What follows belongs to an exercise in optimizing a design on an open flow for small area, a short achievable clock period and few clock cycles per item; a production flow would make more cautious choices.
Where RTL was checked, it was by simulation tests only, not by an equivalence proof against the original.
Power figures rest on the tool's default switching activity, not on a simulated workload.

build 82:
## multiplication_top
module multiplication_top(a_in, b_in, result, clk, reset, start, ready);
    input [63:0] a_in, b_in;
    input clk, reset, start;
    output ready;
    output [128:0] result;
    reg rdy_q;
    reg [2:0] cnt_q;
    reg [4:0] sel_q;              
    reg [57:0] hi_q;               
    reg [69:0] lo_q;               
    reg [64:0] s_q, c_q;           
    reg [13:0] sr_q, cr_q;          
    reg cb_q;                      
    reg [6:0] one_q, two_q, neg_q;
    wire last = !rdy_q && cnt_q == 3'd5;
    wire rdy_d = reset || (rdy_q ? !start : last);
    wire run = !reset && (rdy_q ? start : !last);
    wire [14:0] ach0 = {a_in[13:0], 1'b0};
    wire [14:0] ach;
    assign ach = ({15{sel_q[1]}} & {a_in[27], a_in[26], a_in[25], a_in[24], a_in[23], a_in[22], a_in[21], a_in[20], a_in[19], a_in[18], a_in[17], a_in[16], a_in[15], a_in[14], a_in[13]})
        | ({15{sel_q[2]}} & {a_in[41], a_in[40], a_in[39], a_in[38], a_in[37], a_in[36], a_in[35], a_in[34], a_in[33], a_in[32], a_in[31], a_in[30], a_in[29], a_in[28], a_in[27]})
        | ({15{sel_q[3]}} & {a_in[55], a_in[54], a_in[53], a_in[52], a_in[51], a_in[50], a_in[49], a_in[48], a_in[47], a_in[46], a_in[45], a_in[44], a_in[43], a_in[42], a_in[41]})
  ...
Size: roughly 310 flip-flops, ~260 I/O pins, roughly 32,000 um2 of cells after synthesis.
export LEC_CHECK = 0
export CAP_MARGIN = 20
export CORE_MARGIN = 2
export CORE_UTILIZATION = 40
export CTS_CLUSTER_DIAMETER = 100
export CTS_CLUSTER_SIZE = 30
export PLACE_DENSITY = 0.72
export SLEW_MARGIN = 20
create_clock -name core_clock -period 4.0 [get_ports {clk}]
standard.sh (not shown) runs the stock make flow with config.mk's settings and CLKGATE_MAP_FILE= SYNTH_SCRIPT=/design/flow/synth_recipe.tcl, a recipe that flattens the netlist after the stock synthesis.
==> flow/flow/run.sh <==
#!/bin/bash
# The standard layout (standard.sh: standard synthesis, floorplan, place,
# CTS, route), except that the ports are buffered with plain sky130 buf_1
# cells instead of the delay buffers buffer_ports picks by default.
# make's full output goes to flow_make.log here; ORFS's per-step logs are
# under orfs/logs/.
set -euo pipefail
bash standard.sh "BUFFER_PORTS_ARGS=-buffer_cell sky130_fd_sc_hd__buf_1" finish > flow_make.log 2>&1
Build 82 reached the end of the flow, and the finished layout is clean on the timing, design-rule and antenna checks.
Testbench counts of build 82, summed over its fixed seeds: cycles 9,608, items 1,600.
Input-level comparison between build 79 and build 82:
Settings: CTS_CLUSTER_SIZE no longer set, was 30; CTS_CLUSTER_DIAMETER no longer set, was 100; PLACE_DENSITY no longer set, was 0.72.
Results
Build 79 reached the end of the flow, and the finished layout is clean on the timing, design-rule and antenna checks.
Taking build 82 as the reference point, the pin slew with the least headroom to its limit of build 79 falls by 160 ps.
First-pass GRT wire length delta for build 79 relative to build 82: 4400 um higher
Build 79 vs build 82: via count normalized by instance count down by a few percent
Cell count: build 79 higher than build 82
Total wirelength of the detailed-routed design: build 82 and build 79 compared, higher one is build 79
Power share of the clock group: build 79 vs build 82 up 3.7 points
Per the comparison of build 79 with build 82, clock power moved up, final-layout clock buffer total moved up.
The inputs of build 81 differ from those of build 79 as listed below.
Settings: putting CTS_CLUSTER_DIAMETER at 100 where nothing was set; putting CTS_CLUSTER_SIZE at 30 where nothing was set; putting ABC_AREA at 1 where nothing was set.
Results
- Of build 79 and build 81, build 81 shows the higher design area, with build 79 below it.
- A highest metal layer with signal wires of met5 is what build 79 shows, while met4 belongs to build 81.
- The run with more setup slack is build 81; build 79 has less.
- Diff build 79 -> build 81: wire length on met1 shows an increase of 8.6%, number of ports placed on the die boundary now sits at about the same level, final clock period utilization by the worst path went down, detailed-route wire length now sits higher, global placement routability congestion has increased.

---

Another version of the RTL of multiplication_top (not shown whole).
For scale: roughly 3000 cells after synthesis, roughly 310 flip-flops, roughly 32000 µm² of cells after synthesis.
Design multiplication_top, start of the top module:
module multiplication_top(a_in, b_in, result, clk, reset, start, ready);
==> flow/config.mk <==
export PLATFORM = sky130hd
export DESIGN_NAME = multiplication_top
export DESIGN_NICKNAME = multiplication_top
export VERILOG_FILES = /design/flow/design.v
export SDC_FILE = /design/flow/constraint.sdc
export NUM_CORES = 4
export LEC_CHECK = 0
export CAP_MARGIN = 20
export CORE_MARGIN = 2
export CORE_UTILIZATION = 40
export CTS_CLUSTER_DIAMETER = 100
export CTS_CLUSTER_SIZE = 30
export SLEW_MARGIN = 20
==> flow/constraint.sdc <==
create_clock -name core_clock -period 4.0 [get_ports {clk}]
set_input_delay 0.8000 -clock core_clock [delete_from_list [all_inputs] [get_ports {clk}]]
set_output_delay 0.8000 -clock core_clock [all_outputs]
set_load 0.01 [all_outputs]
Scripts as last shown in full above: flow/flow/run.sh
Next try:
Settings changed: CTS_CLUSTER_DIAMETER 100 to not set, CTS_CLUSTER_SIZE 30 to not set, SETUP_SLACK_MARGIN set to 0.15.
The changed run produced a clean layout. Worst hold slack hardly moves. Count of clock-buffer cells in the layout is higher by 27. Clock skew went down by 42 ps. Clock power grows by 33%. Critical path depth grows by 1.
No functional check of the RTL was part of any run of this note.

---

## red
multiplication_top with an RTL version that a note above also has.
Size: about 3,000 cells after synthesis, about 310 flip-flops, about 260 I/O pins, about 0.032 mm^2 of cells after synthesis.
// multiplication_top
module multiplication_top(a_in, b_in, result, clk, reset, start, ready);
clock: 4.0 ns
lec_check: 0
cap_margin: 20
core_margin: 2
core_utilization: 40
cts_cluster_diameter: 80
cts_cluster_size: 20
slew_margin: 20
Scripts as last shown in full above: flow/flow/run.sh
Testbench counts of red, summed over its fixed seeds: cycles 9,608, items 1,600.
Relative to red, the following input files were edited for blue:
--- a/flow/config.mk
+++ b/flow/config.mk
@@ -10,4 +10,4 @@
 export CORE_UTILIZATION = 40
-export CTS_CLUSTER_DIAMETER = 80
-export CTS_CLUSTER_SIZE = 20
+export CTS_CLUSTER_DIAMETER = 100
+export CTS_CLUSTER_SIZE = 30
 export SLEW_MARGIN = 20
### Flow results
- Summary of blue over red: combinational share of power up 0.8 points, final wirelength has remained practically unchanged, first-pass GRT wire length has remained practically unchanged, final cell count roughly the same, worst setup slack +23 ps.

==> port drivers added, routing unchanged <==
How much do the figures lean on ideal ports? The routed layouts below were timed once more, with nothing changed but the port constraints.
Step 1 assumes that a clkbuf_16 drives the clock port and a buf_2 every other input.
Step 2 times the ports against the registers' clock, not the clock port: input delays grow and output delays shrink by t, the midpoint of the rising clock arrivals with the driver on.
Slacks: ideal ports / drivers / drivers and shift; pairs: ideal ports / drivers.
run	shift t [ns]	setup slack, ns	worst setup path at the end	slew at the worst register clock pin (ns)	cell pins on the clock port's net
build 82	0.635	0.089 / 0.089 / -0.476	input to register	0.12 / 0.12	1
build 79	0.631	0.123 / 0.123 / -0.453	input to register	0.06 / 0.06	1
build 81	0.659	0.150 / 0.150 / -0.388	input to register	0.11 / 0.11	1
the first run of note 2	0.673	0.060 / 0.078 / -0.568	input to register	0.11 / 0.11	1
the second run of note 2	0.645	0.118 / 0.135 / -0.482	input to register	0.07 / 0.07	1
red	0.667	0.108 / 0.108 / -0.492	input to register	0.09 / 0.09	1
blue	0.633	0.131 / 0.131 / -0.460	input to register	0.11 / 0.11	1
Met with ideal ports but missed after step 2: setup timing in every run listed. The setup slack of the first run of note 2, which loses most, moves by +0.018 ns with the drivers and by -0.628 ns with both steps.
